This is an optimization exercise on Yosys and OpenROAD, whose aim is small area and a short achievable clock period, not a production implementation.
Function was checked by simulation only, so behaviour that the tests miss may differ from the original.
Power and IR drop assume default switching activity.

==> flow/design.v <==
module testSpeed
(
	input clk_50Mhz,
	input rst,
	input speedInfrac,
	output reg [13:0] outSpeed
);
reg [26:0] cnt;
reg [6:0] circleCnt;
reg last; 
always@(posedge clk_50Mhz) begin
	if(rst) begin
		last=1;
		outSpeed<=9999;
		cnt=0;
		circleCnt=0;
	end
	else begin
	if(speedInfrac!=last && speedInfrac) begin 
		circleCnt=circleCnt+1;
	end
	else if(circleCnt>30) begin
		circleCnt=0;
		if(cnt==0)
			outSpeed<=14'h3fff;
		else
			outSpeed<=172787/cnt; 
		cnt=0;
	end
	else if(cnt < 50000) begin 
		cnt=cnt+1;
	end
	else begin
		cnt=0;
		outSpeed<=0;
	end
	last=speedInfrac;
	end
end
endmodule
module Digital(clk_16k, rst, A, OL, DIG);
	input clk_16k;
	input rst;
	input [13:0] A;
	output reg [6:0] OL;
	output reg [3:0] DIG;
	reg [1:0] col;
	reg [3:0] out;
	always@ (posedge clk_16k) begin
		if(rst) begin
			col=0;
			OL<=0;
			DIG<=0;
		end
		else begin
		col=col+1;
		case(col)
			0: begin out=A/1000;DIG<=4'b1000; end
			1: begin out=(A/100)%10; DIG<=4'b0100; end
			2: begin out=(A/10)%10; DIG<=4'b0010; end
			3: begin out=A%10; DIG<=4'b0001; end
		endcase
		case(out)
			0: OL<=7'b1111110;
			1: OL<=7'b0110000;
			2: OL<=7'b1101101;
			3: OL<=7'b1111001;
			4: OL<=7'b0110011;
			5: OL<=7'b1011011;
			6: OL<=7'b1011111;
			7: OL<=7'b1110000;
			8: OL<=7'b1111111;
			9: OL<=7'b1111011;
			default: OL<=7'b0000000;
		endcase
		end
	end
endmodule
module speedometer
(
	input clk,
	input rst,
	input speedInfrac,
	output [13:0] outSpeed,
	output [6:0] OL,
	output [3:0] DIG
);
testSpeed u_speed
(
	.clk_50Mhz(clk),
	.rst(rst),
	.speedInfrac(speedInfrac),
	.outSpeed(outSpeed)
);
Digital u_disp
(
	.clk_16k(clk),
	.rst(rst),
	.A(outSpeed),
	.OL(OL),
	.DIG(DIG)
);
endmodule
==> flow/run.sh <==
#!/bin/bash
# synth_recipe.tcl (not shown) runs the flow's synth.tcl, then flattens the netlist and writes it again
# the make line also repeats each setting of config.mk as NAME=value (left out here)
make -C /OpenROAD-flow-scripts/flow DESIGN_CONFIG=/design/flow/config.mk WORK_HOME=/design/flow/orfs CLKGATE_MAP_FILE= SYNTH_SCRIPT=/design/flow/synth_recipe.tcl finish
==> flow/config.mk <==
export PLATFORM = sky130hd
export DESIGN_NAME = speedometer
export DESIGN_NICKNAME = speedometer
export VERILOG_FILES = /design/flow/design.v
export SDC_FILE = /design/flow/constraint.sdc
export NUM_CORES = 4
export LEC_CHECK = 0
export ABC_AREA = 1
export CAP_MARGIN = 20
export CORE_MARGIN = 2
export CORE_UTILIZATION = 40
export SLEW_MARGIN = 20
==> flow/constraint.sdc <==
create_clock -name core_clock -period 150.0 [get_ports {clk}]
set_input_delay 30.0000 -clock core_clock [delete_from_list [all_inputs] [get_ports {clk}]]
set_output_delay 30.0000 -clock core_clock [all_outputs]
set_load 0.01 [all_outputs]
==> run notes <==
## cell usage after synthesis, types with 46 or more instances
| library cell | count |
|---|---|
| ha_1 | 560 |
| or2_2 | 46 |
| o21ai_0 | 453 |
| a21oi_1 | 577 |
| inv_1 | 793 |
| nand3_1 | 360 |
| o21bai_1 | 113 |
| nor3_1 | 60 |
| dfxtp_1 | 62 |
| nand2_2 | 58 |
| xor2_1 | 287 |
| xnor2_1 | 166 |
| nand4_1 | 72 |
| nor2_1 | 472 |
| clkbuf_1 | 86 |
| nand2_1 | 1365 |
## cells in the final DEF (no fill, tap or decap), drive strengths merged, types with 6 or more instances in the layout
master	count
inv	818
or2	54
xor2	289
a21boi	7
o31ai	12
nand3	381
o21bai	113
o22ai	7
clkdlybuf4s50	27
o21ai	504
nand4	74
dfxtp	62
a31oi	11
xnor2	166
a21o	23
ha	560
clkbuf	11
a21oi	581
nor4	9
clkinv	16
nor3	60
buf	43
o211ai	16
nand3b	10
o21a	9
nor2	505
and2	11
a211oi	6
nand2	1434
## kinds of logic after synthesis
logic type | count (synthesis) | synth area share [%]
AND/OR/NAND/NOR | 2541 | 32.4
AO/OA/AOI/OAI | 1303 | 21.0
buffers and inverters | 940 | 10.6
adder cells (fa/ha/maj) | 560 | 20.6
XOR/XNOR | 455 | 11.7
flip-flops | 62 | 3.64
multiplexers | 2 | 0.0588
other | 1 | 0.0110
## flip-flops by register name (all words and copies together) (netlist names)
name               cells
u_disp.OL              7
u_disp.DIG             4
u_speed.last           1
u_speed.outSpeed      14
u_speed.circleCnt      7
u_disp.col             2
u_speed.cnt           27
## area by class of cell
cell class | count | area, um2 | share of cell area [%]
clock inverters | 5 | 57.6 | 0.160
flip-flops and latches | 62 | 1240 | 3.46
clock buffers | 11 | 243 | 0.675
inverters | 830 | 3120 | 8.69
multi-input cells | 4862 | 29200 | 81.4
well taps | 1144 | 1430 | 3.98
repair buffers | 70 | 593 | 1.65
## layer usage
layer / wire, um / vias to the layer above / GRT usage (%)
li1: - / 19350 / -
met1: 48100 / 16163 / 29.8
met2: 49400 / 612 / 42.5
met3: 3510 / 148 / 1.24
met4: 2590 / 0 / 5.86
met5: 0 / - / 0
## metrics by stage
stage | power [uW] | util, %
2_1_floorplan | 613000 | -
3_3_place_gp | 503000 | 42.1
3_5_place_dp | 504000 | 42.1
4_1_cts | 506000 | 42.4
5_1_grt | 522000 | 42.4
6_report | 510000 | 42.4
==> results.cfg <==
[outcome]
status = timing/DRC/antenna clean

[synthesis]
syn_inst = 5864
avgSynthCellArea_um2 = 5.81
ys_warn_count = 2
synth_area_leaders = ha_1, nand2_1, inv_1
synth_ff_type = dfxtp_1
synth_top_area_share_pct = 20.6
syn_nets = 6427
synth-seq-cells = 62
ys_types = 69
synth_edf_count = 0
synth_area_mm2 = 0.0341
ys_seq_area_share_pct = 3.64
synth_area_leader_cell = ha_1
async_flop_share_pct = 0

[die]
die_h_um = 296
rows = 107
fp.dieW_um = 296
core-area_mm2 = 0.0847
start_util_pct = 40.2
die-area_mm2 = 0.0875
num_io_pins = 28

[detailed_routing]
firstDrtPassIters = 6
vias = 36273
ant_nets = 0
drc = 0
first_iter_violations = 1950
post_drt_via_cell_ratio = 5.19
routed_wl_um = 104000
wl_per_cell_um = 14.8

[setup_path]
cpLargestDelayFamily = compound AO/OA/AOI/OAI gates
r2r_start = u_speed.cnt[19]
crit_path_start = u_speed.cnt[19]
crit_buf_inv = 70
worstSetupEndpoint = u_speed.outSpeed[0]
cp.required_ns = 150.25
rr_endpoint = u_speed.outSpeed[0]
r2r_setup_slack_ns = 58.64
crit_cells = 608
r2r_cells = 608
cpMostUsedCell = nand2_1
critical_path_arrival_ns = 91.61
critPathMaxFanout = 48
crit_type = flop to flop
worstSetupStartpointType = flop
slowest_delay_ns = 0.77
crit_path_end_kind = flop
critPathSlowestCell = nor2_2

[placed_design]
dpl_cell_area_mm2 = 0.0356
gp_congestion = 0.904
portBuffers = 27
placed_cells = 6968
dp_slack_ns = 59.50
hpwl_um = 82700

[pwr]
p_comb_share_pct = 100.0
vdd_ir_drop_max_v = 0.00516
p_leak_uw = 0.0184
p_comb_uw = 510000
p_clk_uw = 21.9
sequentialPower_uw = 18.3
powerDensity_mw_per_mm2 = 14200
maxPowerGroup = combinational logic
switching_share_pct = 59.5
seqPwrFrac_pct = 0
p_switching_uw = 303000
p_clk_share_pct = 0
p_int_uw = 207000

[timing]
finalHoldViolCount = 0
period_needed_ns = 91.36
setup_violations = 0
slew_headroom_pct = 32.4
fin_crit_sh_pct = 60.9
rsz0062_at_grt = false
hold_slack_ns = 0.474
skew_ns = 0.0130
drv_slew = 0
fin_tns_setup_ns = 0
fin_ws_ns = 58.64
fmax_mhz = 10.9
tightest_slew_ns = 1.01

[clock_network]
cts_resized = 0
cts_tree = done
worstSkewPairLatency_ns = 0.36
htree_levels = 3
cts_root_buf = clkbuf_16
hold_buffers = 0
clockBufferDepth = 2
cts_sinks = 62
cts.clk_slew.worst_paths_ns = 0.06
cts_setup_buffers = 0
cts_buffers = 9

[cells_and_area]
area_growth_pct = 5.53
diodes = 0
drive_gt1_share_pct = 4.81
fill_cells = 9273
final_nets = 6398
stdcell_count = 6984
fin_area_mm2 = 0.0359

[hold_path]
min_to = u_disp.col[0]
min_path_cells = 1
min_path_type = flop to flop
worstHoldStart = u_disp.col[0]

[grt]
grt_util_all_layers_pct = 23.3
grt_max_degree = 49
grt_pass1_vias = 33290
antenna_found_initial = 0
overflow = 0
grt_pass1_wl_um = 168000

[flow_run]
cap_violations = 0

## port drivers added, routing unchanged
The results above use ideal ports. As a check the final layout listed here was re-extracted and re-timed, cells and wires unchanged.
Step 1 (the two cells are an assumption about what drives the block):
set clk [get_ports {clk}]
set_driving_cell -lib_cell sky130_fd_sc_hd__clkbuf_16 $clk
set_driving_cell -lib_cell sky130_fd_sc_hd__buf_2 [delete_from_list [all_inputs] $clk]
Step 2 times the ports against the registers' clock, not the clock port: input delays grow and output delays shrink by t, the midpoint of the rising clock arrivals with the driver on.
a / b / c = no drivers / after step 1 / after step 2; a / b = the first two.
shift t [ns]: 0.411
setup WS [ns]: 58.643 / 58.643 / 58.643
worst setup path at the end: register to register
After both steps setup and hold are still met in this run. The setup slack of this run moves by 0.000 ns with the drivers and by 0.000 ns with both steps.
